Source: an optimization exercise on an open RTL-to-GDS flow (aim: small area). Production flows keep margins and buffers that such runs may drop. The RTL was checked by simulation tests, not by an equivalence proof against the original design.

==> flow/design.v (outline; a module is shown in full before it is edited, if it fits) <==
// module ALU32Bit: 212 lines
// module Branch_ALU: 99 lines
// module Controller: 1541 lines
// module TopLevel: 257 lines
module TopLevel(Clk, Rst, v0, v1, imem_addr, imem_data, dmem_addr, dmem_wdata, dmem_we, dmem_re, dmem_rdata, sad_re, sad_addr, sad_rdata);
  // ...
==> flow/run.sh <==
#!/bin/bash
# synth_recipe.tcl (not shown) runs the flow's synth.tcl, then flattens the netlist and writes it again
# the make line also repeats each setting of config.mk as NAME=value (left out here)
make -C /OpenROAD-flow-scripts/flow DESIGN_CONFIG=/design/flow/config.mk WORK_HOME=/design/flow/orfs CLKGATE_MAP_FILE= SYNTH_SCRIPT=/design/flow/synth_recipe.tcl finish
==> flow/config.mk <==
export PLATFORM = sky130hd
export DESIGN_NAME = TopLevel
export DESIGN_NICKNAME = TopLevel
export VERILOG_FILES = /design/flow/design.v
export SDC_FILE = /design/flow/constraint.sdc
export NUM_CORES = 4
export LEC_CHECK = 0
export CAP_MARGIN = 20
export CORE_MARGIN = 2
export CORE_UTILIZATION = 30
export PLACE_DENSITY = 0.45
export SLEW_MARGIN = 20
==> flow/constraint.sdc <==
create_clock -name core_clock -period 20.0 [get_ports {Clk}]
set_input_delay 4.0000 -clock core_clock [delete_from_list [all_inputs] [get_ports {Clk}]]
set_output_delay 4.0000 -clock core_clock [all_outputs]
set_load 0.01 [all_outputs]
==> flow_summary.ini, run 1 <==
[clock_network]
ctsHoldBuffers = 0
cts_buffers = 344
cts_resized = 0

[worst_setup_path]
crit_slowest_cell = a221oi_1
cpMostUsedCell = fa_1
critPathCapture = hs_M[30]
crit_buf_inv = 7
slowest_delay_ps = 850
worst-path-max-fanout = 21
path_delay_family = compound AO/OA/AOI/OAI gates

[grt]
met2_usage = 0.4038
grt-busiest-layer = met2

[sta]
period_needed_ps = 14630
whs_ps = 407.8

[synthesis]
yosys.area_share.simple = 0.1549

[finish]
reg_top3 = rf: 1024 flops, Fr: 512 flops, Wr: 512 flops
inverters = 2185
largest_reg_flops = 1024
post-route-util = 0.3456

[status]
status = no timing/DRC/antenna violations

[die]
fp.dieH_um = 844.4
rows = 308

[route]
wirelength_um = 948400
==> module TopLevel, before the edit <==
module TopLevel(Clk, Rst, v0, v1, imem_addr, imem_data, dmem_addr, dmem_wdata, dmem_we, dmem_re, dmem_rdata, sad_re, sad_addr, sad_rdata);
input Clk, Rst;
output  [31:0] v0;
output  [31:0] v1;
output [9:0]   imem_addr;
input  [31:0]  imem_data;
output [14:0]  dmem_addr;
output [31:0]  dmem_wdata;
output         dmem_we;
output         dmem_re;
input  [31:0]  dmem_rdata;
output         sad_re;
output [239:0] sad_addr;
input  [511:0] sad_rdata;
integer k;
reg  [31:0] PC;
reg  [31:0] Instr_D;
reg         fl_D;           
wire [31:0] PC4_F = PC + 32'd4;
assign imem_addr = PC[11:2];
wire [31:0] PC4_D = fl_D ? 32'd0 : PC;
wire [4:0] rs_n = Instr_D[25:21];
wire [4:0] rt_n = Instr_D[20:16];
wire [4:0] rd_n = Instr_D[15:11];
wire [4:0] c_ALUOp; wire [1:0] c_RegDst, c_SEH_Mux, c_BitsIn, c_sadRW;
wire c_RegWrite, c_ALUSrc, c_MemWrite, c_MemRead, c_MemToReg, c_Branch, c_Jal, c_MAS,
     c_HiLoZero, c_HiLoOut, c_WDHi, c_WDLo, c_HiLoWB, c_SeOpt, c_SelMadd, c_HiLoSel,
     c_RSmux, c_sadSel, c_sadMem, c_minRW;
Controller ctl(Instr_D, c_ALUOp, c_RegDst, c_SEH_Mux, c_RegWrite, c_ALUSrc,
  c_MemWrite, c_MemRead, c_MemToReg, c_BitsIn, c_Branch, c_Jal, c_MAS, c_HiLoZero,
  c_HiLoOut, c_WDHi, c_WDLo, c_HiLoWB, c_SeOpt, c_SelMadd, c_HiLoSel, c_RSmux,
  c_sadSel, c_sadMem, c_sadRW, c_minRW);
reg        rw_E, rw_M, rw_1, rw_2, rw_3, rw_W;
reg [4:0]  ds_E, ds_M, ds_1, ds_2, ds_3, ds_W;
wire rtchk = (c_RegDst == 2'b01);
wire stall = (rw_E & ((ds_E == rs_n) | (rtchk & (ds_E == rt_n)))) |
             (rw_M & ((ds_M == rs_n) | (rtchk & (ds_M == rt_n)))) |
             (rw_1 & ((ds_1 == rs_n) | (rtchk & (ds_1 == rt_n)))) |
             (rw_2 & ((ds_2 == rs_n) | (rtchk & (ds_2 == rt_n)))) |
             (rw_3 & ((ds_3 == rs_n) | (rtchk & (ds_3 == rt_n)))) |
             (rw_W & ((ds_W == rs_n) | (rtchk & (ds_W == rt_n))));
wire go = ~stall;
reg  [31:0] rf [0:31];
wire [31:0] rs_D = rf[rs_n];
wire [31:0] rt_D = rf[rt_n];
assign v0 = rf[2];
assign v1 = rf[3];
reg  [31:0] Hi, Lo;
wire [1:0]  seh = go ? c_SEH_Mux : 2'b00;
wire        seo = go & c_SeOpt;
reg  [15:0] seh_v;
always @(*) begin
  case (seh)
    2'b00: seh_v = rt_D[15:0];
    2'b01: seh_v = Instr_D[15:0];
    2'b10: seh_v = {11'b0, Instr_D[10:6]};
    default: seh_v = 16'b0;
  endcase
end
wire        se_hi = seo & seh_v[15];
wire [31:0] SE_D  = {{16{se_hi}}, seh_v};
wire       brFlag;
wire [1:0] SelOP;
Branch_ALU bra(.instruction(Instr_D), .rs(rs_D), .rt(rt_D), .opcode(Instr_D[31:26]),
               .control(go & c_Branch), .branchFlag(brFlag), .SEL_OP(SelOP));
wire taken = (SelOP != 2'b00);
reg [31:0] target;
always @(*) begin
  case (SelOP)
    2'b01: target = {PC4_D[31:28], Instr_D[25:0], 2'b00};
    2'b10: target = PC4_D + {SE_D[29:0], 2'b00};
    default: target = rs_D;
  endcase
end
reg [4:0] dest_D;
always @(*) begin
  case (c_RegDst)
    2'b00: dest_D = rt_n;
    2'b01: dest_D = rd_n;
    2'b10: dest_D = 5'd31;
    default: dest_D = 5'd0;
  endcase
end
always @(posedge Clk) begin
  if (Rst) PC <= 32'd0;
  else if (go) PC <= taken ? target : PC4_F;
end
always @(posedge Clk) begin
  if (Rst | (go & taken)) begin
    Instr_D <= 32'd0;
    fl_D <= ~Rst;
  end else if (go) begin
    Instr_D <= imem_data;
    fl_D <= 1'b0;
  end
end
reg [31:0] rs_E, rt_E, Hi_E, Lo_E, PC4_E;
reg [15:0] se_E;
reg        sehi_E;
reg [4:0]  aop_E;
reg        asrc_E, hlz_E, mw_E, mr_E, mas_E, m2r_E, jal_E, smadd_E, hlwb_E,
           wdh_E, wdl_E, rsm_E, ssel_E, smem_E, minrw_E;
reg [1:0]  bits_E, srw_E;
always @(posedge Clk) begin
  if (Rst) begin
    rs_E <= 0; rt_E <= 0; Hi_E <= 0; Lo_E <= 0; PC4_E <= 0; se_E <= 0; sehi_E <= 0;
    aop_E <= 0; asrc_E <= 0; hlz_E <= 0; mw_E <= 0; mr_E <= 0; mas_E <= 0; m2r_E <= 0;
    jal_E <= 0; smadd_E <= 0; hlwb_E <= 0; wdh_E <= 0; wdl_E <= 0; rsm_E <= 0;
    ssel_E <= 0; smem_E <= 0; minrw_E <= 0; bits_E <= 0; srw_E <= 0;
    rw_E <= 0; ds_E <= 0;
  end else begin
    rs_E <= rs_D; rt_E <= rt_D; Hi_E <= Hi; Lo_E <= Lo; PC4_E <= PC4_D;
    se_E <= SE_D[15:0]; sehi_E <= se_hi;
    ds_E <= dest_D;
    aop_E   <= go ? c_ALUOp : 5'b11011;
    asrc_E  <= go & c_ALUSrc;
    hlz_E   <= go & c_HiLoZero;
    mw_E    <= go & c_MemWrite;
    mr_E    <= go & c_MemRead;
    mas_E   <= go & c_MAS;
    m2r_E   <= go & c_MemToReg;
    jal_E   <= go & c_Jal;
    smadd_E <= go & c_SelMadd;
    hlwb_E  <= go & c_HiLoWB;
    wdh_E   <= go & c_WDHi;
    wdl_E   <= go & c_WDLo;
    rsm_E   <= go & c_RSmux;
    ssel_E  <= go & c_sadSel;
    smem_E  <= go & c_sadMem;
    minrw_E <= go & c_minRW;
    bits_E  <= go ? c_BitsIn : 2'b00;
    srw_E   <= go ? c_sadRW : 2'b00;
    rw_E    <= go & c_RegWrite;
  end
end
wire [31:0] SE_E = {{16{sehi_E}}, se_E};
wire [31:0] aluB = asrc_E ? SE_E : rt_E;
wire [31:0] aluA = rsm_E ? SE_E : rs_E;
wire [31:0] aluLo, aluHi;
wire        aluZero;
ALU32Bit alu(aop_E, aluA, aluB, aluLo, aluHi, aluZero);
wire [31:0] readHiLo = (go & c_HiLoSel) ? Hi_E : Lo_E;
wire [63:0] hlm  = hlz_E ? {Hi_E, Lo_E} : 64'd0;
wire [63:0] madd = mas_E ? ({aluHi, aluLo} + hlm) : ({aluHi, aluLo} - hlm);
wire        altp_E = hlwb_E | smadd_E | jal_E;
wire [31:0] lo_X = hlwb_E ? readHiLo : smadd_E ? madd[31:0] : jal_E ? PC4_E : aluLo;
wire [31:0] hs_X = mw_E ? rt_E : madd[63:32];
reg [31:0] lo_M, hs_M;
reg        mw_M, mr_M, m2r_M, wdh_M, wdl_M, ssel_M, smem_M, minrw_M;
reg [1:0]  bits_M, srw_M;
always @(posedge Clk) begin
  if (Rst) begin
    lo_M <= 0; hs_M <= 0; mw_M <= 0; mr_M <= 0; m2r_M <= 0; wdh_M <= 0; wdl_M <= 0;
    ssel_M <= 0; smem_M <= 0; minrw_M <= 0; bits_M <= 0; srw_M <= 0; rw_M <= 0; ds_M <= 0;
  end else begin
    lo_M <= lo_X; hs_M <= hs_X;
    mw_M <= mw_E; mr_M <= mr_E; m2r_M <= m2r_E & ~altp_E;
    wdh_M <= wdh_E; wdl_M <= wdl_E; ssel_M <= ssel_E; smem_M <= smem_E; minrw_M <= minrw_E;
    bits_M <= altp_E ? 2'b00 : bits_E;
    srw_M <= srw_E; rw_M <= rw_E; ds_M <= ds_E;
  end
end
assign dmem_addr  = lo_M[16:2];
assign dmem_wdata = hs_M;
assign dmem_we    = mw_M;
assign dmem_re    = mr_M;
assign sad_re     = smem_M;
genvar gi;
generate
  for (gi = 0; gi < 16; gi = gi + 1) begin : sadaddr
    localparam [14:0] OFFA = gi;
    localparam [14:0] OFFB = (gi / 4) * 64 + (gi % 4);
    assign sad_addr[15*gi +: 15] = lo_M[16:2] + (ssel_M ? OFFB : OFFA);
  end
endgenerate
wire [31:0] memv = m2r_M ? (mr_M ? dmem_rdata : 32'd0) : lo_M;
wire        ext16 = bits_M[0] ^ bits_M[1];
wire [31:0] wd_X1 = ext16 ? {16'd0, memv[15:0]} : memv;
wire        usad_X1 = (bits_M == 2'b11);
reg [31:0] Wr [0:15];
reg [31:0] Fr [0:15];
always @(posedge Clk) begin
  if (Rst) begin
    for (k = 0; k < 16; k = k + 1) begin
      Wr[k] <= 32'd0;
      Fr[k] <= 32'd0;
    end
  end else if (srw_M == 2'b01) begin
    for (k = 0; k < 16; k = k + 1) Wr[k] <= sad_rdata[32*k +: 32];
  end else if (srw_M == 2'b11) begin
    for (k = 0; k < 16; k = k + 1) Fr[k] <= sad_rdata[32*k +: 32];
  end
end
reg [31:0] sadS;
reg [32:0] tt;
always @(*) begin
  sadS = 32'd0;
  for (k = 0; k < 16; k = k + 1) begin
    tt = {1'b0, Wr[k]} + {1'b0, ~Fr[k]};
    sadS = sadS + (tt[31:0] ^ {32{~tt[32]}}) + {31'd0, tt[32]};
  end
end
reg [31:0] wd_1, wd_2, wd_3, wd_W;
reg [31:0] hi_1, hi_2, hi_3, hi_W;
reg        wdh_1, wdh_2, wdh_3, wdh_W;
reg        wdl_1, wdl_2, wdl_3, wdl_W;
reg        us_1, us_2, us_3, us_W;
reg        mn_1, mn_2, mn_3, mn_W;
reg [31:0] sp_1, sp_2, sp_W;      
reg [31:0] MINr, minv_W;
always @(posedge Clk) begin
  if (Rst) begin
    wd_1 <= 0; wd_2 <= 0; wd_3 <= 0; wd_W <= 0;
    hi_1 <= 0; hi_2 <= 0; hi_3 <= 0; hi_W <= 0;
    wdh_1 <= 0; wdh_2 <= 0; wdh_3 <= 0; wdh_W <= 0;
    wdl_1 <= 0; wdl_2 <= 0; wdl_3 <= 0; wdl_W <= 0;
    us_1 <= 0; us_2 <= 0; us_3 <= 0; us_W <= 0;
    mn_1 <= 0; mn_2 <= 0; mn_3 <= 0; mn_W <= 0;
    rw_1 <= 0; rw_2 <= 0; rw_3 <= 0; rw_W <= 0;
    ds_1 <= 0; ds_2 <= 0; ds_3 <= 0; ds_W <= 0;
    sp_1 <= 0; sp_2 <= 0; sp_W <= 0;
    minv_W <= 0;
  end else begin
    wd_1 <= wd_X1; wd_2 <= wd_1; wd_3 <= wd_2; wd_W <= wd_3;
    hi_1 <= hs_M;  hi_2 <= hi_1; hi_3 <= hi_2; hi_W <= hi_3;
    wdh_1 <= wdh_M; wdh_2 <= wdh_1; wdh_3 <= wdh_2; wdh_W <= wdh_3;
    wdl_1 <= wdl_M; wdl_2 <= wdl_1; wdl_3 <= wdl_2; wdl_W <= wdl_3;
    us_1 <= usad_X1; us_2 <= us_1; us_3 <= us_2; us_W <= us_3;
    mn_1 <= minrw_M; mn_2 <= mn_1; mn_3 <= mn_2; mn_W <= mn_3;
    rw_1 <= rw_M; rw_2 <= rw_1; rw_3 <= rw_2; rw_W <= rw_3;
    ds_1 <= ds_M; ds_2 <= ds_1; ds_3 <= ds_2; ds_W <= ds_3;
    sp_1 <= sadS; sp_2 <= sp_1; sp_W <= sp_2;
    minv_W <= MINr;
  end
end
wire [31:0] cmp  = (sp_W <= minv_W) ? sp_W : minv_W;
wire [31:0] WD   = us_W ? cmp : wd_W;
always @(posedge Clk) begin
  if (Rst) MINr <= 32'h00FFFFFF;
  else if (mn_W) MINr <= cmp;
end
always @(posedge Clk) begin
  if (Rst) begin
    Hi <= 0; Lo <= 0;
  end else begin
    if (wdh_W) Hi <= hi_W;
    if (wdl_W) Lo <= WD;
  end
end
always @(posedge Clk) begin
  if (Rst) begin
    for (k = 0; k < 32; k = k + 1) rf[k] <= 32'd0;
  end else if (rw_W) begin
    rf[ds_W] <= WD;
  end
end
endmodule
==> run 2: changes to the inputs <==
--- a/flow/design.v
+++ b/flow/design.v
@@ -1,215 +1,52 @@
 `timescale 1ns / 1ps
-module ALU32Bit(ALUControl, A, B, ALUResult, ALUHiResult, Zero);
-	input [4:0] ALUControl;  
-	input [31:0] A, B;	     
-	integer i;
-	reg [31:0] A_temp;
-	output reg [31:0] ALUResult;	 
-	output reg [31:0] ALUHiResult;   
-	output reg Zero;	     
-     always @(*) begin
-          if(ALUResult == 0)
-          begin
-               Zero = 1;
-          end
-          else
-          begin
-               Zero = 0;
-          end
-     end
-    always @(*) 
-    begin
-          ALUHiResult = 32'b0;
-          ALUResult = 32'b0;
-          case(ALUControl)
-               5'b00000:
-               begin
-                    ALUResult = A + B;
-               end
-               5'b00001:
-               begin
-                    ALUResult = A - B;
-               end
-               5'b00010:
-               begin 
-                    {ALUHiResult, ALUResult} = A * B;
-               end
-               5'b00011:
-               begin
-                    ALUResult = 32'b0;  
-               end
-               5'b00100:
-               begin 
-                    ALUResult = B << A;
-               end
-               5'b00101:
-               begin
-                    ALUResult = B >> A;
-               end
-               5'b00110: 
-               begin  
-                    ALUResult = (B[10:6] != 0) ? {A[30:0],A[31]} : A;  
-               end
-               5'b00111: begin
-                    ALUResult = (B[10:6] != 0) ? {A[0], A[31:1]} : A;  
-               end
-               5'b01000:
-               begin
-                    ALUResult = A & B;
-               end
-               5'b01001:
-               begin 
-                    ALUResult = A | B;
-               end
-               5'b01010:
-               begin
-                    ALUResult =  A ^ B;
-               end
-               5'b01011:
-               begin
-                    ALUResult = ~(A | B);
-               end
-               5'b01100:
-               begin 
-                    ALUResult = ~(A & B);
-               end
-               5'b01101:
-               begin
-                    ALUResult = ~(A ^ B);
-               end
-               5'b01110:
-               begin
-                    if (!(A>B)) 
-                    begin
-                         ALUResult = 0;
-                    end
-                    else 
-                    begin
-                         ALUResult = 1;
-                    end
-               end    
-               5'b01111:
-               begin
-                    if (A < B) begin
-                         ALUResult = 1;
-                    end 
-                    else
-                    begin
-                         ALUResult = 0;
-                    end
-               end
-               5'b10000:
-               begin
-                    if(A >= 0)
-                    begin
-                         ALUResult = 1;
-                    end
-                    else
-                    begin
-                         ALUResult = 0;
-                    end
-               end
-               5'b10001:
-               begin
-                    if(A <= 0)
-                    begin
-                         ALUResult = 1;
-                    end
-                    else
-                    begin
-                         ALUResult = 0;
-                    end
-               end
-               5'b10010:
-               begin 
-                    if(A == B)
-                    begin
-                         ALUResult = 1;
-                    end
-                    else
-                    begin
-                         ALUResult = 0;
-                    end
-               end
-               5'b10011:
-               begin
-                    if(~(A == B))
-                    begin
-                         ALUResult = 1;
-                    end
-                    else
-                    begin
-                         ALUResult = 0;
-                    end
-               end
-               5'b10100:
-               begin 
-                    if(A < 0)
-                    begin
-                         ALUResult = 1;
-                    end
-                    else
-                    begin
-                         ALUResult = 0;
-                    end
-               end
-               5'b10101:
-               begin
-                    if(A > 0)
-                    begin
-                         ALUResult = 1;
-                    end
-                    else
-                    begin
-                         ALUResult = 0;
-                    end
-               end
-               5'b10110: 
-               begin
-                    ALUResult = B >> A;
-               end
-               5'b10111: 
-               begin
-                    ALUResult = A >>> B[4:0];
-               end
-               5'b11000:
-               begin
-                    ALUResult = A >>> B[10:6];
-               end
-               5'b11001:
-               begin 
-                    if (A == 0) begin
-                        ALUResult = B;
-                    end
-               end
-               5'b11010:
-               begin
-                    if (A != 0) begin
-                        ALUResult = B;
-                    end
-               end
-               5'b11011:
-               begin
-                    ALUResult = 0;
-               end
-               5'b11100:
-               begin 
-               end
-               5'b11101:
-               begin
-               end
-               5'b11110:
-               begin
-               end    
-               5'b11111:
-               begin
-               end
-               default: 
-               begin
-                ALUResult = 32'b0;
-               end
-          endcase
-     end
+module rca #(parameter N = 32) (a, b, ci, s, co);
+  input  [N-1:0] a, b;
+  input          ci;
+  output [N-1:0] s;
+  output         co;
+  wire [N:0] cy;
+  assign cy[0] = ci;
+  genvar j;
+  generate
+    for (j = 0; j < N; j = j + 1) begin : bit_
+      wire p = a[j] ^ b[j];
+      assign s[j] = p ^ cy[j];
+      assign cy[j+1] = (a[j] & b[j]) | (cy[j] & p);
+    end
+  endgenerate
+  assign co = cy[N];
+endmodule
+`timescale 1ns / 1ps
+module boothmul(a, b, add, ci, p);
+  input  [31:0] a, b;
+  input  [63:0] add;
+  input         ci;
+  output reg [63:0] p;
+  wire [34:0] bb = {2'b00, b, 1'b0};
+  wire [32:0] ax0 = {1'b0, a};
+  wire [32:0] ax1 = {a, 1'b0};
+  wire [63:0] row [0:16];
+  wire [16:0] neg;
+  genvar j;
+  generate
+    for (j = 0; j < 17; j = j + 1) begin : pp_
+      wire y2 = bb[2*j+2], y1 = bb[2*j+1], y0 = bb[2*j];
+      wire one = y1 ^ y0;
+      wire two = (y2 & ~y1 & ~y0) | (~y2 & y1 & y0);
+      wire [32:0] mag = ({33{one}} & ax0) | ({33{two}} & ax1);
+      wire [33:0] pp  = {~y2, mag ^ {33{y2}}};
+      assign neg[j] = y2;
+      assign row[j] = {30'd0, pp} << (2*j);
+    end
+  endgenerate
+  reg [63:0] cst;
+  integer i;
+  always @(*) begin
+    cst = 64'd0;
+    for (i = 0; i < 17; i = i + 1) cst = cst - (64'd1 << (33 + 2*i));
+    p = cst + add + {63'd0, ci};
+    for (i = 0; i < 17; i = i + 1) p = p + row[i] + ({63'd0, neg[i]} << (2*i));
+  end
 endmodule
 `timescale 1ns / 1ps
 module Branch_ALU(instruction, rs, rt, opcode, control,  branchFlag, SEL_OP);
@@ -1854,6 +1691,15 @@
   end
 endmodule
 `timescale 1ns / 1ps
+module absd(w, f, v, c);
+  input  [31:0] w, f;
+  output [31:0] v;
+  output        c;
+  wire [31:0] t;
+  rca #(32) sub(.a(w), .b(~f), .ci(1'b0), .s(t), .co(c));
+  assign v = t ^ {32{~c}};
+endmodule
+`timescale 1ns / 1ps
 module TopLevel(Clk, Rst, v0, v1, imem_addr, imem_data, dmem_addr, dmem_wdata, dmem_we, dmem_re, dmem_rdata, sad_re, sad_addr, sad_rdata);
 input Clk, Rst;
 output  [31:0] v0;
@@ -1872,7 +1718,10 @@
 reg  [31:0] PC;
 reg  [31:0] Instr_D;
 reg         fl_D;           
-wire [31:0] PC4_F = PC + 32'd4;
+wire [29:0] pcinc;
+wire        pcinc_co;
+rca #(30) pcadd(.a(PC[31:2]), .b(30'd0), .ci(1'b1), .s(pcinc), .co(pcinc_co));
+wire [31:0] PC4_F = {pcinc, PC[1:0]};
 assign imem_addr = PC[11:2];
 wire [31:0] PC4_D = fl_D ? 32'd0 : PC;
 wire [4:0] rs_n = Instr_D[25:21];
@@ -1920,11 +1769,14 @@
 Branch_ALU bra(.instruction(Instr_D), .rs(rs_D), .rt(rt_D), .opcode(Instr_D[31:26]),
                .control(go & c_Branch), .branchFlag(brFlag), .SEL_OP(SelOP));
 wire taken = (SelOP != 2'b00);
+wire [31:0] brt;
+wire        brt_co;
+rca #(32) bradd(.a(PC4_D), .b({SE_D[29:0], 2'b00}), .ci(1'b0), .s(brt), .co(brt_co));
 reg [31:0] target;
 always @(*) begin
   case (SelOP)
     2'b01: target = {PC4_D[31:28], Instr_D[25:0], 2'b00};
-    2'b10: target = PC4_D + {SE_D[29:0], 2'b00};
+    2'b10: target = brt;
     default: target = rs_D;
   endcase
 end
@@ -1992,12 +1844,56 @@
 wire [31:0] SE_E = {{16{sehi_E}}, se_E};
 wire [31:0] aluB = asrc_E ? SE_E : rt_E;
 wire [31:0] aluA = rsm_E ? SE_E : rs_E;
-wire [31:0] aluLo, aluHi;
-wire        aluZero;
-ALU32Bit alu(aop_E, aluA, aluB, aluLo, aluHi, aluZero);
+wire        isMul = (aop_E == 5'b00010);
+wire [63:0] hlm   = hlz_E ? {Hi_E, Lo_E} : 64'd0;
+wire [63:0] fused;
+boothmul mul(.a(aluA), .b(aluB), .add(mas_E ? hlm : ~hlm), .ci(~mas_E), .p(fused));
+wire        addop = (aop_E == 5'b00000);
+wire [31:0] sumv;
+wire        cout;                        
+rca #(32) addsub(.a(aluA), .b(addop ? aluB : ~aluB), .ci(~addop), .s(sumv), .co(cout));
+wire        eqAB  = (aluA == aluB);
+wire        azero = (aluA == 32'd0);
+wire        rotnz = |aluB[10:6];
+wire        shB   = (aop_E == 5'b00100) | (aop_E == 5'b00101) | (aop_E == 5'b10110);
+wire        shL   = (aop_E == 5'b00100);
+wire [31:0] shx   = shB ? aluB : aluA;
+wire [4:0]  sha   = shB ? aluA[4:0] : ((aop_E == 5'b11000) ? aluB[10:6] : aluB[4:0]);
+wire        shbig = shB & (|aluA[31:5]);
+reg  [31:0] shin, shout;
+wire [31:0] shr = shin >> sha;
+always @(*) begin
+  for (k = 0; k < 32; k = k + 1) shin[k] = shL ? shx[31-k] : shx[k];
+  for (k = 0; k < 32; k = k + 1) shout[k] = shbig ? 1'b0 : (shL ? shr[31-k] : shr[k]);
+end
+reg [31:0] aluLo;
+always @(*) begin
+  case (aop_E)
+    5'b00000, 5'b00001: aluLo = sumv;
+    5'b00010: aluLo = fused[31:0];
+    5'b00100, 5'b00101, 5'b10110, 5'b10111, 5'b11000: aluLo = shout;
+    5'b00110: aluLo = rotnz ? {aluA[30:0], aluA[31]} : aluA;
+    5'b00111: aluLo = rotnz ? {aluA[0], aluA[31:1]} : aluA;
+    5'b01000: aluLo = aluA & aluB;
+    5'b01001: aluLo = aluA | aluB;
+    5'b01010: aluLo = aluA ^ aluB;
+    5'b01011: aluLo = ~(aluA | aluB);
+    5'b01100: aluLo = ~(aluA & aluB);
+    5'b01101: aluLo = ~(aluA ^ aluB);
+    5'b01110: aluLo = {31'd0, cout & ~eqAB};
+    5'b01111: aluLo = {31'd0, ~cout};
+    5'b10000: aluLo = 32'd1;
+    5'b10001: aluLo = {31'd0, azero};
+    5'b10010: aluLo = {31'd0, eqAB};
+    5'b10011: aluLo = {31'd0, ~eqAB};
+    5'b10101: aluLo = {31'd0, ~azero};
+    5'b11001: aluLo = azero ? aluB : 32'd0;
+    5'b11010: aluLo = azero ? 32'd0 : aluB;
+    default:  aluLo = 32'd0;
+  endcase
+end
 wire [31:0] readHiLo = (go & c_HiLoSel) ? Hi_E : Lo_E;
-wire [63:0] hlm  = hlz_E ? {Hi_E, Lo_E} : 64'd0;
-wire [63:0] madd = mas_E ? ({aluHi, aluLo} + hlm) : ({aluHi, aluLo} - hlm);
+wire [63:0] madd = isMul ? fused : {32'd0, aluLo};
 wire        altp_E = hlwb_E | smadd_E | jal_E;
 wire [31:0] lo_X = hlwb_E ? readHiLo : smadd_E ? madd[31:0] : jal_E ? PC4_E : aluLo;
 wire [31:0] hs_X = mw_E ? rt_E : madd[63:32];
@@ -2026,7 +1922,8 @@
   for (gi = 0; gi < 16; gi = gi + 1) begin : sadaddr
     localparam [14:0] OFFA = gi;
     localparam [14:0] OFFB = (gi / 4) * 64 + (gi % 4);
-    assign sad_addr[15*gi +: 15] = lo_M[16:2] + (ssel_M ? OFFB : OFFA);
+    wire co;
+    rca #(15) sa(.a(lo_M[16:2]), .b(ssel_M ? OFFB : OFFA), .ci(1'b0), .s(sad_addr[15*gi +: 15]), .co(co));
   end
 endgenerate
 wire [31:0] memv = m2r_M ? (mr_M ? dmem_rdata : 32'd0) : lo_M;
@@ -2047,14 +1944,17 @@
     for (k = 0; k < 16; k = k + 1) Fr[k] <= sad_rdata[32*k +: 32];
   end
 end
+wire [31:0] adv [0:15];
+wire [15:0] adc;
+generate
+  for (gi = 0; gi < 16; gi = gi + 1) begin : absd_
+    absd u(.w(Wr[gi]), .f(Fr[gi]), .v(adv[gi]), .c(adc[gi]));
+  end
+endgenerate
 reg [31:0] sadS;
-reg [32:0] tt;
 always @(*) begin
   sadS = 32'd0;
-  for (k = 0; k < 16; k = k + 1) begin
-    tt = {1'b0, Wr[k]} + {1'b0, ~Fr[k]};
-    sadS = sadS + (tt[31:0] ^ {32{~tt[32]}}) + {31'd0, tt[32]};
-  end
+  for (k = 0; k < 16; k = k + 1) sadS = sadS + adv[k] + {31'd0, adc[k]};
 end
 reg [31:0] wd_1, wd_2, wd_3, wd_W;
 reg [31:0] hi_1, hi_2, hi_3, hi_W;
--- a/flow/config.mk
+++ b/flow/config.mk
@@ -7,6 +7,8 @@
 export LEC_CHECK = 0
 export CAP_MARGIN = 20
 export CORE_MARGIN = 2
-export CORE_UTILIZATION = 30
-export PLACE_DENSITY = 0.45
+export CORE_UTILIZATION = 55
+export CTS_BUF_LIST = sky130_fd_sc_hd__clkbuf_8
+export CTS_CLUSTER_SIZE = 25
+export PLACE_DENSITY = 0.7
 export SLEW_MARGIN = 20
==> flow_summary.ini, run 2 <==
[synthesis]
syn_inst = 19410
yosysWarnings = 8
post-synth-top-count-cell = nand2_1
synth_edf_count = 1025
syn_area_per_cell_sq_um = 9.822
synth_seq_cells = 2928
ys_top_cells_by_count = nand2_1, dfxtp_1, a21oi_1, nor2_1, inv_1
syn_area_sq_mm = 0.1907
syn_nets = 22090
yosysTopAreaCell = dfxtp_1
ys_seq_area_frac = 0.3613
ys_types = 95
synthArstFlopShare = 0
ys.flop_type = dfxtp_1
synth_area_leaders = dfxtp_1, edfxtp_1, fa_1
synth_top_area_frac = 0.1998

[clock_network]
cts_buffers = 462
numClockSinks = 2928
cts.clk_slew.worst_paths_ps = 60
cts_max_level = 5
root_buffer = clkbuf_8
cts_tree = built
clock_latency_ps = 1200
clockBufferDepth = 4

[min_path]
hold_class = reg2reg

[sta]
worst_pin_slew_ps = 1391
fmax_ghz = 0.05139
finalClockSkew_ps = 167.7
rsz0062_at_grt = no
period_needed_ps = 19460
drv_slew = 0
finalCritPeriodShare = 0.9729
relSlewSlack = 0.07284
hold_violations = 0
finalSetupViolations = 0
tns_ps = 0

[placement]
port-buffer-count = 941
dp_hpwl_um = 554200
placed_area_sq_mm = 0.2036
gp_congestion = 1.082

[die]
fp.dieH_um = 592.8
dieArea_sq_mm = 0.3514
fp.dieW_um = 592.8
start_util = 0.5516
rows = 216
io_pins = 942
core_sq_mm = 0.3457

[worst_setup_path]
crit_slowest_cell = fa_2
setup.worst_path.class = reg2reg
worst_setup_path_start_kind = flip-flop
slowest_delay_ps = 620
cpMostUsedCell = fa_1
endpoint_kind = flip-flop
worst-path-max-fanout = 11
crit_required_ps = 20880
arrival_ps = 20330

[finish]
synthToLayoutAreaGrowth_pct = 11.86
fin_nets = 22296
layout_common_cells = nand2_1, dfxtp_1, inv_1
fillers = 28727
largest_reg_flops = 1024
design_area_sq_mm = 0.2133
largest_register = rf
layout_commonest_cell = nand2_1
reg_top3 = rf: 1024 flops, Fr: 512 flops, Wr: 512 flops
drive_gt1_frac = 0.09601

[route]
wirelength_um = 766000
drcViolationCount = 0
antenna_left = 0
wl_per_cell_um = 31.12
via_count = 156363
detail_route.first_pass.iterations = 10
vias_per_cell = 6.352
drt-initial-drc-count = 24247

[grt]
grtUsageTotal = 0.4289
grt_pass1_wl_um = 1083000
grt_overflow = 0
grt_max_degree = 214
grt_pass1_vias = 149731
antenna_found_initial = 49

[flow_run]
maxCapViolations = 0

[status]
status = no timing/DRC/antenna violations
run 2: cell count changes after synthesis, moves of 103 or more:
cell	change
nor2b_1	-116
ha_1	-500
o21ai_0	-144
a21oi_1	-318
xnor2_1	-328
o221ai_1	+103
clkbuf_1	+154
a22oi_1	+156
nor2_1	-962
nand2_1	-848
a21o_1	-250
fa_1	+174
o22ai_1	+413
inv_1	-544
run 2: critical path, delay by kind of cell, from the launching register on:
kind / cells / cell delay (ps)
buffers and inverters: 7 / 560
XOR/XNOR: 2 / 400
flip-flops: 1 / 330
AND/OR/NAND/NOR: 2 / 290
adder cells (fa/ha/maj): 39 / 15930
AO/OA/AOI/OAI: 7 / 1740
run 2: cell type report:
class	count	area [sq um]	share of cell area
tap	4578	5728	0.02686
clock inverter	305	1823	0.008548
clock buffer	551	7584	0.03556
multi-input combinational	13167	109800	0.5148
sequential	2928	68910	0.3231
timing repair buffer	1417	13200	0.06189
antenna	30	75.07	0.0003520
inverter	1640	6156	0.02887
run 2: through the flow:
step                      utilization  instances  worst slack, ps  hold slack (ps)
final                          0.6170      24616            542.1            303.9
after global routing           0.6168      24592           0.8153            359.5
after CTS                      0.6161      24574            272.6            328.1
after detailed placement       0.5889      23718            401.7            412.3
after global placement         0.5888      23716            554.4            414.7
after floorplan                     -      19410             1335            405.7
run 2: routing by layer:
metal	part of all wire	up-vias	GRT usage
met3	0.13	2704	0.1364
met1	0.36	76380	0.5565
met2	0.43	11431	0.6251
met5	0.0011	-	0.01339
li1	-	65796	-
met4	0.078	52	0.2624
run 2: what timing repair did:
| item | in CTS | in global routing |
|---|---|---|
| gates resized for setup | 0 | 19 |
| setup endpoints to repair | 0 | 12 |
| hold buffers | 0 | 0 |
| setup buffers | 0 | 8 |
run 2: logic make-up (layout without fill, tap and decap cells):
group | after synthesis | in the layout | share of synthesized area
and+or+nand+nor | 5259 | 5259 | 0.1172
AOI/OAI and AO/OA | 3728 | 3728 | 0.1167
buffers and inverters | 3315 | 3913 | 0.06782
DFF | 2928 | 2928 | 0.3613
adders and majority gates | 2102 | 2102 | 0.1981
xor gates and xnor gates | 1116 | 1116 | 0.05127
muxes | 962 | 962 | 0.08762
other | 0 | 30 | 0
run 2: worst paths after layout:
check	slack, ps	cells after the start	endpoint	startpoint
worst max-delay path	540	57	sp_1[23]	Fr[12][0]
worst min-delay path	300	1	sp_2[30]	sp_1[30]
worst min register to register	300	1	sp_2[30]	sp_1[30]
worst max register to register	540	57	sp_1[23]	Fr[12][0]
==> run 3: changes to the inputs <==
--- a/flow/config.mk
+++ b/flow/config.mk
@@ -7,8 +7,6 @@
 export LEC_CHECK = 0
 export CAP_MARGIN = 20
 export CORE_MARGIN = 2
-export CORE_UTILIZATION = 55
-export CTS_BUF_LIST = sky130_fd_sc_hd__clkbuf_8
-export CTS_CLUSTER_SIZE = 25
-export PLACE_DENSITY = 0.7
+export CORE_UTILIZATION = 30
+export PLACE_DENSITY = 0.45
 export SLEW_MARGIN = 20
==> flow_summary.ini, run 3 <==
[clock_network]
numClockSinks = 2928
clock_latency_ps = 1050
clockBufferDepth = 4
cts_buffers = 354
cts_max_level = 5
root_buffer = clkbuf_16
ctsHoldBuffers = 0
cts_tree = built
cts.clk_slew.worst_paths_ps = 60

[synthesis]
synth_fa_ha_area_frac = 0.1981
synth_area_leaders = dfxtp_1, edfxtp_1, fa_1
syn_area_per_cell_sq_um = 9.822
ys_types = 95
synth_compound_area_frac = 0.1167
ys_seq_area_frac = 0.3613
yosysWarnings = 8
syn_area_sq_mm = 0.1907
synth_top_area_frac = 0.1998
ys_top_cells_by_count = nand2_1, dfxtp_1, a21oi_1, nor2_1, inv_1
synth_edf_count = 1025
synth_xor_area_frac = 0.05127
post-synth-top-count-cell = nand2_1
syn_inst = 19410
syn_nets = 22090
ys.flop_type = dfxtp_1
synthMuxAreaShare = 0.08762
synth_top_family_by_area = adder cells
synthArstFlopShare = 0
synth_seq_cells = 2928
yosys.area_share.simple = 0.1172
yosysTopAreaCell = dfxtp_1

[grt]
met2_usage = 0.4141
grt_max_degree = 169
grtUsageTotal = 0.2702
grt_pass1_vias = 148864
grt_pass1_wl_um = 1235000
grtUsageMet3 = 0.05703
use_met1 = 0.3572
grt-busiest-layer = met2
antenna_found_initial = 54
grt_overflow = 0

[worst_setup_path]
arrival_ps = 20230
crit_slowest_cell = fa_1
reg2reg_depth = 57
rr_startpoint = Fr[7][0]
worst-path-max-fanout = 8
endpoint_kind = flip-flop
crit_required_ps = 20860
setup.worst_path.class = reg2reg
cpMostUsedCell = fa_1
slowest_delay_ps = 640
r2r_slack_ps = 640
reg2reg_to = sp_1[28]
worst_setup_path_start_kind = flip-flop

[finish]
drive_gt1_frac = 0.09624
synthToLayoutAreaGrowth_pct = 15.99
largest_register = rf
largest_reg_flops = 1024
multi_input_area_sq_mm = 0.1099
fillers = 64451
layout_common_cells = nand2_1, dfxtp_1, a21oi_1
fin_nets = 22296
regArea_sq_mm = 0.06892
reg_top3 = rf: 1024 flops, Fr: 512 flops, Wr: 512 flops
layout_commonest_cell = nand2_1
post-route-util = 0.3495

[die]
io_pins = 942
core_sq_mm = 0.6328
start_util = 0.3013
rows = 292
fp.dieW_um = 801.2
dieArea_sq_mm = 0.6419
fp.dieH_um = 801.2

[sta]
finalCritPeriodShare = 0.9682
finalClockSkew_ps = 112.5
hold_violations = 0
worst_pin_slew_ps = 1291
relSlewSlack = 0.1147
finalSetupViolations = 0
drv_slew = 0
period_needed_ps = 19360
fmax_ghz = 0.05164
fin_ws_ps = 636.1

[min_path]
hold_depth = 1
holdPathEnd = wd_W[4]
hold_class = reg2reg
min_from = wd_3[4]

[route]
antenna_left = 0
wl_per_cell_um = 31.77
drcViolationCount = 0
via_count = 152884
detail_route.first_pass.iterations = 9
drt-initial-drc-count = 17984
vias_per_cell = 5.400
wirelength_um = 899500

[placement]
gp_congestion = 1.012
place_ws_ps = 256.9
port-buffer-count = 941
dp_hpwl_um = 665400

[flow_run]
maxCapViolations = 0

[status]
status = no timing/DRC/antenna violations
run 3: metal layers:
| metal | vias up | wire [um] |
|---|---|---|
| li1 | 65768 | - |
| met1 | 77892 | 368700 |
| met2 | 7429 | 396100 |
| met3 | 1767 | 74620 |
| met4 | 28 | 59760 |
| met5 | - | 185 |
run 3: critical path: cells and delay by family, from the launching register on:
family,cells,cell delay (ps)
buf+inv,5,370
compound gates,5,1000
fa+ha+maj,40,16400
simple gates,5,780
flops,1,330
xor+xnor,2,370
run 3: repair_timing:
item,CTS,global route
endpoints found under the setup margin,0,11
gates resized for setup,0,14
buffers inserted,0,52
run 3: kinds of logic (layout without fill, tap and decap cells):
| kind of cell | count (synthesis) | after routing |
|---|---|---|
| adders and majority gates | 2102 | 2102 |
| xor gates and xnor gates | 1116 | 1116 |
| AOI/OAI and AO/OA | 3728 | 3728 |
| DFF | 2928 | 2928 |
| buffers and inverters | 3315 | 3803 |
| and+or+nand+nor | 5259 | 5259 |
| muxes | 962 | 962 |
| other | 0 | 37 |
run 3: worst max-delay path by stage:
stage                          from        to  slack (ps)  depth (start not counted)
after floorplan           Fr[13][0]  sp_1[30]        1340                         61
after global placement     Fr[7][0]  sp_1[24]         410                         57
after detailed placement   Fr[7][0]  sp_1[24]         260                         57
after CTS                  Fr[7][0]  sp_1[24]         300                         57
after global routing      Fr[11][0]  sp_1[23]          -7                         59
final                      Fr[7][0]  sp_1[28]         640                         57
run 3: cell type report:
class	instances	area share
multi-input combinational	13167	0.4968
sequential	2928	0.3117
timing repair buffer	1525	0.06308
tap	8379	0.04741
clock buffer	488	0.04498
inverter	1640	0.02784
clock inverter	150	0.007837
antenna	37	0.0004187
run 3: through the flow:
| stage | hold slack, ps | TNS [ps] | instance area (sq um) | cells |
|---|---|---|---|---|
| final | 377.7 | 0 | 221100 | 28314 |
| after global routing | 390.8 | -7.407 | 221100 | 28291 |
| after CTS | 367.9 | 0 | 220600 | 28224 |
| after detailed placement | 409.7 | 0 | 208900 | 27586 |
| after global placement | 408.7 | 0 | 208900 | 27585 |
| after floorplan | 405.7 | 0 | 190700 | 19410 |
==> run 4: changes to the inputs <==
--- a/flow/design.v
+++ b/flow/design.v
@@ -1802,7 +1802,7 @@
     fl_D <= 1'b0;
   end
 end
-reg [31:0] rs_E, rt_E, Hi_E, Lo_E, PC4_E;
+reg [31:0] rs_E, rt_E, Hi_E, Lo_E;
 reg [15:0] se_E;
 reg        sehi_E;
 reg [4:0]  aop_E;
@@ -1810,16 +1810,18 @@
            wdh_E, wdl_E, rsm_E, ssel_E, smem_E, minrw_E;
 reg [1:0]  bits_E, srw_E;
 always @(posedge Clk) begin
+  rs_E <= c_Jal ? PC4_D : rs_D;    
+  rt_E <= rt_D; Hi_E <= Hi; Lo_E <= Lo;
+  se_E <= SE_D[15:0]; sehi_E <= se_hi;
+  ds_E <= dest_D;
+end
+always @(posedge Clk) begin
   if (Rst) begin
-    rs_E <= 0; rt_E <= 0; Hi_E <= 0; Lo_E <= 0; PC4_E <= 0; se_E <= 0; sehi_E <= 0;
     aop_E <= 0; asrc_E <= 0; hlz_E <= 0; mw_E <= 0; mr_E <= 0; mas_E <= 0; m2r_E <= 0;
     jal_E <= 0; smadd_E <= 0; hlwb_E <= 0; wdh_E <= 0; wdl_E <= 0; rsm_E <= 0;
     ssel_E <= 0; smem_E <= 0; minrw_E <= 0; bits_E <= 0; srw_E <= 0;
-    rw_E <= 0; ds_E <= 0;
+    rw_E <= 0;
   end else begin
-    rs_E <= rs_D; rt_E <= rt_D; Hi_E <= Hi; Lo_E <= Lo; PC4_E <= PC4_D;
-    se_E <= SE_D[15:0]; sehi_E <= se_hi;
-    ds_E <= dest_D;
     aop_E   <= go ? c_ALUOp : 5'b11011;
     asrc_E  <= go & c_ALUSrc;
     hlz_E   <= go & c_HiLoZero;
@@ -1895,21 +1897,23 @@
 wire [31:0] readHiLo = (go & c_HiLoSel) ? Hi_E : Lo_E;
 wire [63:0] madd = isMul ? fused : {32'd0, aluLo};
 wire        altp_E = hlwb_E | smadd_E | jal_E;
-wire [31:0] lo_X = hlwb_E ? readHiLo : smadd_E ? madd[31:0] : jal_E ? PC4_E : aluLo;
+wire [31:0] lo_X = hlwb_E ? readHiLo : smadd_E ? madd[31:0] : jal_E ? rs_E : aluLo;
 wire [31:0] hs_X = mw_E ? rt_E : madd[63:32];
 reg [31:0] lo_M, hs_M;
 reg        mw_M, mr_M, m2r_M, wdh_M, wdl_M, ssel_M, smem_M, minrw_M;
 reg [1:0]  bits_M, srw_M;
 always @(posedge Clk) begin
+  lo_M <= lo_X; hs_M <= hs_X; ds_M <= ds_E;
+end
+always @(posedge Clk) begin
   if (Rst) begin
-    lo_M <= 0; hs_M <= 0; mw_M <= 0; mr_M <= 0; m2r_M <= 0; wdh_M <= 0; wdl_M <= 0;
-    ssel_M <= 0; smem_M <= 0; minrw_M <= 0; bits_M <= 0; srw_M <= 0; rw_M <= 0; ds_M <= 0;
+    mw_M <= 0; mr_M <= 0; m2r_M <= 0; wdh_M <= 0; wdl_M <= 0;
+    ssel_M <= 0; smem_M <= 0; minrw_M <= 0; bits_M <= 0; srw_M <= 0; rw_M <= 0;
   end else begin
-    lo_M <= lo_X; hs_M <= hs_X;
     mw_M <= mw_E; mr_M <= mr_E; m2r_M <= m2r_E & ~altp_E;
     wdh_M <= wdh_E; wdl_M <= wdl_E; ssel_M <= ssel_E; smem_M <= smem_E; minrw_M <= minrw_E;
     bits_M <= altp_E ? 2'b00 : bits_E;
-    srw_M <= srw_E; rw_M <= rw_E; ds_M <= ds_E;
+    srw_M <= srw_E; rw_M <= rw_E;
   end
 end
 assign dmem_addr  = lo_M[16:2];
@@ -1965,28 +1969,25 @@
 reg [31:0] sp_1, sp_2, sp_W;      
 reg [31:0] MINr, minv_W;
 always @(posedge Clk) begin
+  wd_1 <= wd_X1; wd_2 <= wd_1; wd_3 <= wd_2; wd_W <= wd_3;
+  hi_1 <= hs_M;  hi_2 <= hi_1; hi_3 <= hi_2; hi_W <= hi_3;
+  ds_1 <= ds_M; ds_2 <= ds_1; ds_3 <= ds_2; ds_W <= ds_3;
+  sp_1 <= sadS; sp_2 <= sp_1; sp_W <= sp_2;
+  minv_W <= MINr;
+end
+always @(posedge Clk) begin
   if (Rst) begin
-    wd_1 <= 0; wd_2 <= 0; wd_3 <= 0; wd_W <= 0;
-    hi_1 <= 0; hi_2 <= 0; hi_3 <= 0; hi_W <= 0;
     wdh_1 <= 0; wdh_2 <= 0; wdh_3 <= 0; wdh_W <= 0;
     wdl_1 <= 0; wdl_2 <= 0; wdl_3 <= 0; wdl_W <= 0;
     us_1 <= 0; us_2 <= 0; us_3 <= 0; us_W <= 0;
     mn_1 <= 0; mn_2 <= 0; mn_3 <= 0; mn_W <= 0;
     rw_1 <= 0; rw_2 <= 0; rw_3 <= 0; rw_W <= 0;
-    ds_1 <= 0; ds_2 <= 0; ds_3 <= 0; ds_W <= 0;
-    sp_1 <= 0; sp_2 <= 0; sp_W <= 0;
-    minv_W <= 0;
   end else begin
-    wd_1 <= wd_X1; wd_2 <= wd_1; wd_3 <= wd_2; wd_W <= wd_3;
-    hi_1 <= hs_M;  hi_2 <= hi_1; hi_3 <= hi_2; hi_W <= hi_3;
     wdh_1 <= wdh_M; wdh_2 <= wdh_1; wdh_3 <= wdh_2; wdh_W <= wdh_3;
     wdl_1 <= wdl_M; wdl_2 <= wdl_1; wdl_3 <= wdl_2; wdl_W <= wdl_3;
     us_1 <= usad_X1; us_2 <= us_1; us_3 <= us_2; us_W <= us_3;
     mn_1 <= minrw_M; mn_2 <= mn_1; mn_3 <= mn_2; mn_W <= mn_3;
     rw_1 <= rw_M; rw_2 <= rw_1; rw_3 <= rw_2; rw_W <= rw_3;
-    ds_1 <= ds_M; ds_2 <= ds_1; ds_3 <= ds_2; ds_W <= ds_3;
-    sp_1 <= sadS; sp_2 <= sp_1; sp_W <= sp_2;
-    minv_W <= MINr;
   end
 end
 wire [31:0] cmp  = (sp_W <= minv_W) ? sp_W : minv_W;
==> flow_summary.ini, run 4 <==
[status]
status = no timing/DRC/antenna violations

[synthesis]
synth_edf_count = 1025
ys_types = 100
synth_fa_ha_area_frac = 0.2003
synth_area_leaders = dfxtp_1, edfxtp_1, fa_1
ys.flop_type = dfxtp_1
synth_xor_area_frac = 0.05197
yosysTopAreaCell = dfxtp_1
yosysWarnings = 8
synthMuxAreaShare = 0.07509
synth_seq_cells = 2896
synthArstFlopShare = 0
post-synth-top-count-cell = nand2_1
ys_seq_area_frac = 0.3619
syn_area_per_cell_sq_um = 9.738
yosys.area_share.simple = 0.1095
syn_nets = 22044
syn_area_sq_mm = 0.1886
synth_compound_area_frac = 0.1315
ys_top_cells_by_count = nand2_1, dfxtp_1, a21oi_1, inv_1, fa_1
synth_top_area_frac = 0.1986
synth_top_family_by_area = adder cells
syn_inst = 19364

[finish]
largest_register = rf
drive_gt1_frac = 0.09235
layout_common_cells = nand2_1, dfxtp_1, a21oi_1
reg_top3 = rf: 1024 flops, Fr: 512 flops, Wr: 512 flops
post-route-util = 0.3490
fin_nets = 22269
synthToLayoutAreaGrowth_pct = 16.05
multi_input_area_sq_mm = 0.1082
fillers = 64002
layout_commonest_cell = nand2_1
largest_reg_flops = 1024
regArea_sq_mm = 0.06828

[flow_run]
maxCapViolations = 0

[sta]
rsz0062_at_grt = no
hold_violations = 0
finalCritPeriodShare = 0.9679
tns_ps = 0
whs_ps = 276.2
fmax_ghz = 0.05166
relSlewSlack = 0.03985
period_needed_ps = 19360
drv_slew = 0
finalSetupViolations = 0
finalClockSkew_ps = 143.4
worst_pin_slew_ps = 1425

[grt]
grt_max_degree = 176
grtUsageTotal = 0.2778
grt_overflow = 0
grt_pass1_wl_um = 1252000
antenna_found_initial = 82
grt_pass1_vias = 150114

[clock_network]
clock_latency_ps = 1050
root_buffer = clkbuf_16
ctsHoldBuffers = 0
cts_buffers = 347
clockBufferDepth = 4
cts_tree = built
cts.clk_slew.worst_paths_ps = 60
numClockSinks = 2896
cts_max_level = 5

[die]
fp.dieH_um = 796.8
core_sq_mm = 0.6270
fp.dieW_um = 796.8
rows = 291
dieArea_sq_mm = 0.6349
start_util = 0.3008
io_pins = 942

[worst_setup_path]
rr_startpoint = Fr[4][0]
slowest_delay_ps = 630
critPathCapture = sp_1[30]
setup.worst_path.class = reg2reg
worst-path-max-fanout = 19
crit_slowest_cell = fa_1
reg2reg_depth = 56
cp-startpoint = Fr[4][0]
endpoint_kind = flip-flop
arrival_ps = 20220
worst_setup_path_start_kind = flip-flop
crit_required_ps = 20870
r2r_slack_ps = 640
cpMostUsedCell = fa_1
reg2reg_to = sp_1[30]

[min_path]
hold_class = reg2reg

[route]
vias_per_cell = 5.487
wirelength_um = 912700
antenna_left = 0
drcViolationCount = 0
detail_route.first_pass.iterations = 13
via_count = 155063
wl_per_cell_um = 32.30
drt-initial-drc-count = 19023

[placement]
gp_congestion = 1.002
dp_hpwl_um = 668600
port-buffer-count = 941
run 4: changes by cell type after synthesis, moves of 74 or more:
cell,previous run,this run
a211oi_1,109,183
clkbuf_1,1276,1172
mux4_2,563,429
nand2_1,2492,2638
nor2_1,1628,1521
nor2b_1,492,96
o21ai_0,485,591
run 4: kinds of logic after synthesis:
family | Yosys count
AO/OA/AOI/OAI | 4089
XOR/XNOR | 1119
flip-flops | 2896
buffers and inverters | 3325
AND/OR/NAND/NOR | 4963
multiplexers | 870
adder cells (fa/ha/maj) | 2102
run 4: cell type report:
type                            instances  area share
Antenna cell                           39   0.0004460
Clock buffer                          500     0.04531
Clock inverter                        130    0.006873
Inverter                             1669     0.02863
Multi-Input combinational cell      13143      0.4947
Sequential cell                      2896      0.3120
Tap cell                             8350     0.04774
Timing Repair Buffer                 1532     0.06431
run 4: worst min path at each step:
stage / cells after the start / end / from
after global placement: 0 / hi_W[20] / hi_3[20]
after floorplan: 0 / hi_2[0] / hi_1[0]
after detailed placement: 0 / wd_W[1] / wd_3[1]
after global routing: 0 / hi_2[19] / hi_1[19]
final: 0 / hi_2[19] / hi_1[19]
after CTS: 0 / sp_W[7] / sp_2[7]
run 4: timing repair:
item / in CTS / in global routing
endpoints found under the setup margin: 0 / 5
setup buffers: 0 / 14
gates resized for setup: 0 / 6
run 4: metrics by stage:
| step | area [sq um] | instances | setup WS (ps) |
|---|---|---|---|
| finish | 218800 | 28259 | 641.4 |
| global route | 218800 | 28234 | 54.79 |
| CTS | 218500 | 28201 | 405.6 |
| detailed placement | 207100 | 27571 | 510.9 |
| global placement | 207100 | 27570 | 639.9 |
| floorplan | 188600 | 19364 | 1427 |
run 4: critical path, delay by kind of cell (launching register included):
kind	cells	cell delay, ps
flops	1	330
fa+ha+maj	39	15970
xor+xnor	2	400
simple gates	3	590
buf+inv	6	580
compound gates	6	1290
run 4: metal layers:
layer  track usage  part of all wire  vias up
li1              -                 -    66079
met1        0.3705              0.41    79064
met2        0.4227              0.44     7975
met3       0.06260             0.089     1882
met4        0.1410             0.063       63
met5      0.003554           0.00081        -

separate check: timing with driven ports:
Ports are ideal in the flow. The routed layouts listed here were re-timed in OpenROAD. Step 1, drivers: a clkbuf_16 drives Clk and a buf_2 each remaining input, both assumed. Step 2 times the ports against the registers' clock, not the clock port: input delays grow and output delays shrink by t, the midpoint of the rising clock arrivals with the driver on. Slacks: ideal / step 1 / step 2; pairs: ideal / step 1.
| run | t, ns | setup slack, ns | hold WS [ns] | worst register clock-pin slew, ns | worst slew at a driven data input, ns |
|---|---|---|---|---|---|
| run 1 | 1.134 | 5.367 / 5.367 / 5.367 | 0.408 / 0.408 / 0.408 | 0.07 / 0.07 | 0.35 |
| run 2 | 1.196 | 0.542 / 0.542 / 0.542 | 0.304 / 0.304 / 0.304 | 0.08 / 0.08 | 0.23 |
| run 3 | 1.123 | 0.636 / 0.636 / 0.636 | 0.378 / 0.378 / 0.378 | 0.09 / 0.09 | 0.18 |
| run 4 | 1.078 | 0.641 / 0.641 / 0.641 | 0.276 / 0.276 / 0.276 | 0.10 / 0.10 | 0.22 |
After both steps every run listed still meets setup and hold.
